This is an optimization exercise on Yosys and OpenROAD, whose aim is small area and a short achievable clock period, not a production implementation. Function was checked by simulation only, so behaviour that the tests miss may differ from the original.

==> flow/design.v, too long to show whole: its modules and the start of the top module <==
// module gte_unr_divide: 2724 lines
module gte_unr_divide (
   input  wire        clk,
   input  wire        reset,
   input  wire        trigger,
   input  wire [15:0] lhs,
   input  wire [15:0] rhs,
   output reg  [16:0] result,
   output reg         div_error
);
  // ...
==> flow/flow/run.sh <==
#!/bin/bash
set -euo pipefail
bash standard.sh "BUFFER_PORTS_ARGS=-buffer_cell sky130_fd_sc_hd__buf_2" finish > standard_make.log 2>&1
==> flow/standard.sh <==
#!/bin/bash
# synth_recipe.tcl (not shown) runs the flow's synth.tcl, then flattens the netlist and writes it again
# the make line also repeats each setting of config.mk as NAME=value (left out here)
make -C /OpenROAD-flow-scripts/flow DESIGN_CONFIG=/design/flow/config.mk WORK_HOME=/design/flow/orfs CLKGATE_MAP_FILE= SYNTH_SCRIPT=/design/flow/synth_recipe.tcl "${@:-finish}"
==> flow/config.mk <==
export PLATFORM = sky130hd
export DESIGN_NAME = gte_unr_divide
export DESIGN_NICKNAME = gte_unr_divide
export VERILOG_FILES = /design/flow/design.v
export SDC_FILE = /design/flow/constraint.sdc
export NUM_CORES = 4
export LEC_CHECK = 0
export CAP_MARGIN = 20
export CORE_MARGIN = 2
export CORE_UTILIZATION = 65
export CTS_CLUSTER_DIAMETER = 100
export CTS_CLUSTER_SIZE = 25
export SETUP_SLACK_MARGIN = 4.3
export SLEW_MARGIN = 20
==> flow/constraint.sdc <==
create_clock -name core_clock -period 8.0 [get_ports {clk}]
set_input_delay 1.6000 -clock core_clock [delete_from_list [all_inputs] [get_ports {clk}]]
set_output_delay 1.6000 -clock core_clock [all_outputs]
set_load 0.01 [all_outputs]
==> flow_summary_export.csv, run 1 <==
group,metric,value,unit
critical_path,start_kind,"flip-flop",
timing,setup_tns,0,ps
route,wl_met1,21900,microns
global_routing,track_usage,0.294,
global_routing,grt-ovfl-total,0,
global_routing,grt_start_max_net_pins,49,
timing,tightest_slew,1090,ps
logic_synthesis,synth_top_area_cell,"dfxtp_1",
layout,n_all_inverters,197,
layout,top_area_cell_class,"multi-input combinational cells",
logic_synthesis,synth_compound_area_frac,0.183,
clock_tree,cts_setup_buffers,4,
clock_tree,h-tree-depth,1,
clock_tree,clock_path_buffers,3,
logic_synthesis,synth_fa_ha_area_frac,0.238,
critical_path,worst-path-stages,8,
route,antenna_left,0,
timing,fin_hold_ws,322,ps
layout,mostFrequentLayoutCell,"dfxtp_1",
layout,multi_input_cells,1630,
layout,fillers,2676,
route,totalWireLength,52500,microns
layout,clkCellAreaFrac,0.0203,
layout,final_layout_size_suffix_gt1_frac,0.0727,
global_routing,grt_pass1_wl,85500,microns
hold_path,worstHoldStart,"np4[4]",
timing,maxSlewViolCount,0,
critical_path,timing.rr.start,"np5[13]",
layout,layout.nonclk_buf_frac,0.0215,
hold_path,holdPathStages,0,
timing,final_hold_viol_count,0,
critical_path,cp-end-kind,"flip-flop",
logic_synthesis,synthCells,2324,
clock_tree,cts_resized,6,
layout,multi_input_area_share,0.630,
timing,slew_headroom,0.270,
run_status,status,"complete, no violations",
route,num_vias,16800,
layout,signal_buffers,82,
==> run 2, diff against run 1 <==
--- a/flow/config.mk
+++ b/flow/config.mk
@@ -12,3 +12,3 @@
 export CTS_CLUSTER_SIZE = 25
-export SETUP_SLACK_MARGIN = 4.3
+export SETUP_SLACK_MARGIN = 4.0
 export SLEW_MARGIN = 20
==> flow_summary_export.csv, run 2 <==
group,metric,value,unit
timing,maxSlewViolCount,0,
critical_path,cp-end-kind,"flip-flop",
critical_path,path_cells,"inv_1, xnor2_1, fa_1, fa_1, fa_1, inv_1, fa_1",
global_routing,grt_pass1_wl,85400,microns
place,dp_hpwl,37600,microns
layout,diodes,0,
global_routing,antenna_found_initial,1,
clock_tree,clk_pin_slew_worst_paths,90,ps
global_routing,track_usage,0.294,
timing,finClkSkew,18.2,ps
logic_synthesis,ys_ff_latch,313,
timing,final_hold_viol_count,0,
logic_synthesis,syn_area,0.0222,sq mm
logic_synthesis,ys_types,83,
logic_synthesis,async_flop_share,0,
hold_path,hp-class,"flip-flop to flip-flop",
floorplanning,core-area,0.0336,sq mm
logic_synthesis,synth_compound_area_frac,0.183,
floorplanning,ios,53,
route,drtIter0Drc,1504,
global_routing,grt_pass1_vias,16600,
timing,rsz0062_at_grt,"false",
floorplanning,die-area,0.0357,sq mm
logic_synthesis,synth_edf_count,0,
clock_tree,clock_path_buffers,3,
place,port_buffers,52,
critical_path,crit_fanout,13,
logic_synthesis,ys.flop_type,"dfxtp_1",
place,finalWeightedCongestion,0.963,
logic_synthesis,ys_seq_area_frac,0.282,
timing,slew_headroom,0.303,
critical_path,cp.arrival,4170,ps
critical_path,cp_slowest_cell,"dfxtp_1",
timing,period_minus_slack,3780,ps
clock_tree,h-tree-depth,1,
layout,stdcell_count,2678,
clock_tree,cts_resized,1,
global_routing,grt-ovfl-total,0,
route,totalWireLength,52300,microns
place,dp.cells,2657,
floorplanning,placementRows,67,
logic_synthesis,syn_nets,2686,
clock_tree,cts_setup_buffers,0,
logic_synthesis,synth_most_common_cell,"dfxtp_1",
route,drc,0,
route,num_vias,16800,
clock_tree,holdBufCountCts,0,
route,antenna_left,0,
timing,clock.fmax,0.264,GHz
place,postPlaceCellArea,0.0225,sq mm
layout,mostFrequentLayoutCell,"dfxtp_1",
logic_synthesis,yosys_warnings,1,
run_status,status,"complete, no violations",
logic_synthesis,synth_top_family_by_area,"adder cells",
floorplanning,die_width,189,microns
logic_synthesis,avgSynthCellArea,9.56,sq um
timing,setup_viol,0,
clock_tree,worstSkewPairLatency,510,ps
global_routing,grt_start_max_net_pins,49,
layout,fin_nets,2590,
layout,layout_common_cells,"313 x dfxtp_1, 226 x a22oi_1, 193 x xnor2_1",
logic_synthesis,synthCells,2324,
job,maxCapViolCount,0,
critical_path,crit_top_cell,"fa_1",
timing,setup_tns,0,ps
logic_synthesis,synth-simple-area-share,0.0734,
critical_path,cp.required,8390,ps
route,firstDrtPassIters,9,
floorplanning,start_util,0.661,
logic_synthesis,synthTopCellsByArea,"dfxtp_1 28%, fa_1 14%, ha_1 9.5%, xnor2_1 7.6%, a22oi_1 7.6%",
timing,final.period_utilization,0.473,
timing,tightest_slew,1040,ps
clock_tree,numCtsBuffers,17,
logic_synthesis,synth_common_cells,"313 x dfxtp_1, 226 x a22oi_1, 194 x xnor2_1",
route,wl_per_cell,19.5,microns
logic_synthesis,yosys.area.top_type_share,0.282,
clock_tree,clock_sinks,313,
layout,syn_to_final_growth,3.33,%
critical_path,criticalPathCategory,"flip-flop to flip-flop",
floorplanning,die_h,189,microns
clock_tree,cts_tree,"done",
clock_tree,root_buffer,"clkbuf_16",
layout,final_area,0.0230,sq mm
layout,final_layout_size_suffix_gt1_frac,0.0578,
logic_synthesis,synth_xor_area_frac,0.122,
route,via_per_inst,6.26,
logic_synthesis,synth_fa_ha_area_frac,0.238,
critical_path,critPathMaxStageDelay,770,ps
critical_path,start_kind,"flip-flop",
logic_synthesis,synth_top_area_cell,"dfxtp_1",
logic_synthesis,synthMuxAreaShare,0.0369,
-- run 2: area by class of cell --
cell class | instances | area [sq um]
multi-input combinational | 1630 | 14500
fill | 2684 | 10700
sequential | 313 | 6270
inverter | 197 | 739
tap | 448 | 561
clock buffer | 17 | 425
timing repair buffer | 69 | 388
clock inverter | 4 | 45.0
-- run 2: path summary, 6_finish.rpt --
kind / start / end / slack [ps] / depth (start not counted)
min: np4[4] / np5[4] / 330 / 0
max: rd5_n7 / r6a_16_9 / 4220 / 7
min reg2reg: np4[4] / np5[4] / 330 / 0
max reg2reg: rd5_n7 / r6a_16_9 / 4220 / 7
-- run 2: stage by stage --
| stage | worst slack, ps | hold slack, ps | utilization |
|---|---|---|---|
| after detailed placement | 3780 | 312 | 0.668 |
| after global placement | 3860 | 310 | 0.668 |
| after global routing | 4030 | 337 | 0.683 |
| after CTS | 4230 | 328 | 0.682 |
| final | 4220 | 327 | 0.683 |
| after floorplan | 4380 | 310 | - |
-- run 2: layer usage --
metal | global-route usage | wire, microns | up-vias
met5 | 0 | 0 | -
met4 | 0.106 | 1780 | 0
met3 | 0.0402 | 4030 | 137
met2 | 0.493 | 24900 | 801
met1 | 0.389 | 21600 | 8036
li1 | - | - | 7784
-- run 2: cell families after synthesis --
family / after synthesis
mux: 76
xor+xnor: 309
compound gates: 575
fa+ha+maj: 327
simple gates: 343
buf+inv: 381
flops: 313
-- run 2: critical path, delay by kind of cell, from the launching register on --
kind	cells	cell delay, ps
flip-flops	1	770
adder cells (fa/ha/maj)	4	1870
XOR/XNOR	1	400
buffers and inverters	2	630
==> run 3, diff against run 2 <==
--- a/flow/config.mk
+++ b/flow/config.mk
@@ -12,3 +12,3 @@
 export CTS_CLUSTER_SIZE = 25
-export SETUP_SLACK_MARGIN = 4.0
+export SETUP_SLACK_MARGIN = 4.5
 export SLEW_MARGIN = 20
==> flow_summary_export.csv, run 3 <==
group,metric,value,unit
route,via_per_inst,6.18,
layout,mostFrequentLayoutCell,"dfxtp_1",
clock_tree,clock_sinks,313,
critical_path,cp_slowest_cell,"fa_1",
clock_tree,root_buffer,"clkbuf_16",
timing,setup_viol,0,
logic_synthesis,ys_types,83,
place,finalWeightedCongestion,0.968,
floorplanning,die_width,189,microns
layout,syn_to_final_growth,5.36,%
timing,maxSlewViolCount,0,
logic_synthesis,synth_common_cells,"313 x dfxtp_1, 226 x a22oi_1, 194 x xnor2_1",
floorplanning,placementRows,67,
route,wl_per_cell,19.5,microns
critical_path,cp-end-kind,"flip-flop",
route,drtIter0Drc,1302,
critical_path,criticalPathCategory,"flip-flop to flip-flop",
route,drc,0,
critical_path,crit_fanout,8,
global_routing,grt_pass1_wl,85400,microns
layout,fin_nets,2608,
timing,period_minus_slack,3420,ps
critical_path,r2r_slack,4580,ps
run_status,status,"complete, no violations",
timing,final_hold_viol_count,0,
timing,slew_headroom,0.380,
global_routing,grt_start_max_net_pins,49,
clock_tree,cts_tree,"done",
route,antenna_left,0,
critical_path,r2r_cells,14,
logic_synthesis,async_flop_share,0,
job,maxCapViolCount,0,
place,dp_hpwl,37800,microns
logic_synthesis,ys.flop_type,"dfxtp_1",
floorplanning,die-area,0.0357,sq mm
route,totalWireLength,52500,microns
global_routing,grt_pass1_vias,16700,
logic_synthesis,ys_seq_area_frac,0.282,
layout,fillers,2661,
route,num_vias,16700,
timing,finClkSkew,31.4,ps
hold_path,worstHoldStart,"np4[7]",
logic_synthesis,synthTopCellsByArea,"dfxtp_1 28%, fa_1 14%, ha_1 9.5%, xnor2_1 7.6%, a22oi_1 7.6%",
floorplanning,core-area,0.0336,sq mm
floorplanning,ios,53,
clock_tree,holdBufCountCts,0,
timing,tightest_slew,923,ps
critical_path,r2r-end,"rd5_t8",
layout,ff_latch_area,0.00631,sq mm
layout,multi_input_area,0.0148,sq mm
logic_synthesis,synth_most_common_cell,"dfxtp_1",
critical_path,start_kind,"flip-flop",
critical_path,cp.required,8450,ps
clock_tree,h-tree-depth,1,
hold_path,whs_endpoint,"np5[7]",
timing,final.period_utilization,0.428,
route,firstDrtPassIters,6,
logic_synthesis,synthCells,2324,
clock_tree,clock_path_buffers,3,
logic_synthesis,yosys.area.top_type_share,0.282,
floorplanning,die_h,189,microns
hold_path,hp-class,"flip-flop to flip-flop",
timing,setup_tns,0,ps
logic_synthesis,synth_top_area_cell,"dfxtp_1",
logic_synthesis,syn_area,0.0222,sq mm
global_routing,antenna_found_initial,0,
global_routing,grt-ovfl-total,0,
logic_synthesis,yosys_warnings,1,
critical_path,critPathMaxStageDelay,580,ps
layout,layout_common_cells,"287 x dfxtp_1, 223 x a22oi_1, 191 x xnor2_1, 191 x inv_1, 164 x ha_1",
critical_path,path_cells,"fa_1, ha_4, a21o_1, a221o_1, a221oi_2, o31ai_4, a31o_4, nand3_2, a31oi_4, a21oi_2, xnor2_1, ha_1, nor2_1, mux2i_1",
hold_path,holdPathStages,0,
logic_synthesis,ys_ff_latch,313,
critical_path,cp.arrival,3870,ps
clock_tree,numCtsBuffers,17,
logic_synthesis,syn_nets,2686,
layout,diodes,0,
logic_synthesis,synth_edf_count,0,
layout,final_layout_size_suffix_gt1_frac,0.0921,
global_routing,track_usage,0.293,
timing,rsz0062_at_grt,"true",
logic_synthesis,avgSynthCellArea,9.56,sq um
timing,clock.fmax,0.292,GHz
clock_tree,clk_pin_slew_worst_paths,100,ps
place,port_buffers,52,
floorplanning,start_util,0.661,
clock_tree,worstSkewPairLatency,510,ps
critical_path,timing.rr.start,"r4a_10_26",
-- run 3: logic make-up (layout without fill, tap and decap cells) --
group | Yosys count | in the layout | synth area share
AOI/OAI and AO/OA | 575 | 575 | 0.183
and+or+nand+nor | 343 | 343 | 0.0734
buffers and inverters | 381 | 305 | 0.0653
adders and majority gates | 327 | 327 | 0.237
muxes | 76 | 76 | 0.0369
xor gates and xnor gates | 309 | 309 | 0.122
DFF | 313 | 313 | 0.282
-- run 3: worst max-delay path by stage --
stage | startpoint | to | slack, ps | depth (start not counted)
after CTS | r4a_13_35 | rd5_t5 | 4450 | 11
after floorplan | rd5_n0 | r6a_cy | 4510 | 12
after global placement | rhs[1] | dp1[12] | 3890 | 11
final | r4a_10_26 | rd5_t8 | 4580 | 14
after detailed placement | rhs[0] | dp1[14] | 3850 | 11
after global routing | r4a_10_26 | rd5_t5 | 4410 | 11
-- run 3: critical path, delay by kind of cell, from the launching register on --
| kind | cells | cell delay (ps) |
|---|---|---|
| adder cells (fa/ha/maj) | 3 | 1000 |
| AO/OA/AOI/OAI | 7 | 1610 |
| AND/OR/NAND/NOR | 2 | 140 |
| multiplexers | 1 | 140 |
| XOR/XNOR | 1 | 130 |
| flip-flops | 1 | 330 |
-- run 3: stage by stage --
step / utilization / hold slack, ps / cells / worst slack, ps / instance area (sq um)
CTS: 0.689 / 330 / 2691 / 4450 / 23200
floorplan: - / 310 / 2324 / 4510 / 22200
global route: 0.696 / 331 / 2696 / 4410 / 23400
global placement: 0.669 / 310 / 2658 / 3890 / 22500
finish: 0.696 / 325 / 2696 / 4580 / 23400
detailed placement: 0.669 / 312 / 2658 / 3850 / 22500
-- run 3: layout make-up --
type                       count  share of cell area
sequential                   313               0.269
clock buffer                  17              0.0182
timing repair buffer          87              0.0233
inverter                     197              0.0317
tap                          448              0.0239
multi-input combinational   1630               0.631
clock inverter                 4             0.00289
-- run 3: timing repair --
| item | CTS | global route |
|---|---|---|
| pin swaps | 6 | 7 |
| gates resized for setup | 26 | 55 |
| setup endpoints to repair | 60 | 80 |
| buffers inserted | 12 | 5 |
| gates cloned | 0 | 0 |
-- run 3: layer usage --
metal  GRT usage  vias to the layer above  share of wire
met1       0.386                     7998           0.42
met3      0.0376                      145          0.065
met2       0.493                      686           0.47
met4       0.117                        0          0.039
met5           0                        -              0
li1            -                     7823              -

## port drivers added, routing unchanged
No port has a modelled driver above. Below, the same layouts with a new extraction and two added sets of constraints. Step 1 sets driving cells, clkbuf_16 on the clock port and buf_2 on the other inputs (assumed; they add their load-dependent delay and slew). Step 2 also shifts input and output timing later by t, the mid clock arrival at the registers, as if the neighbouring blocks saw the same clock. a / b / c = ideal / step 1 / step 2; a / b = the first two.
| run | t, ns | slack for setup (ns) | worst register clock-pin slew, ns |
|---|---|---|---|
| run 1 | 0.556 | 4.334 / 4.334 / 3.937 | 0.09 / 0.09 |
| run 2 | 0.553 | 4.218 / 4.218 / 3.787 | 0.10 / 0.10 |
| run 3 | 0.555 | 4.578 / 4.578 / 4.088 | 0.10 / 0.10 |
After both steps every run listed still meets setup and hold. The setup slack of run 3, which loses most, moves by 0.000 ns with the drivers and by -0.490 ns with both steps.
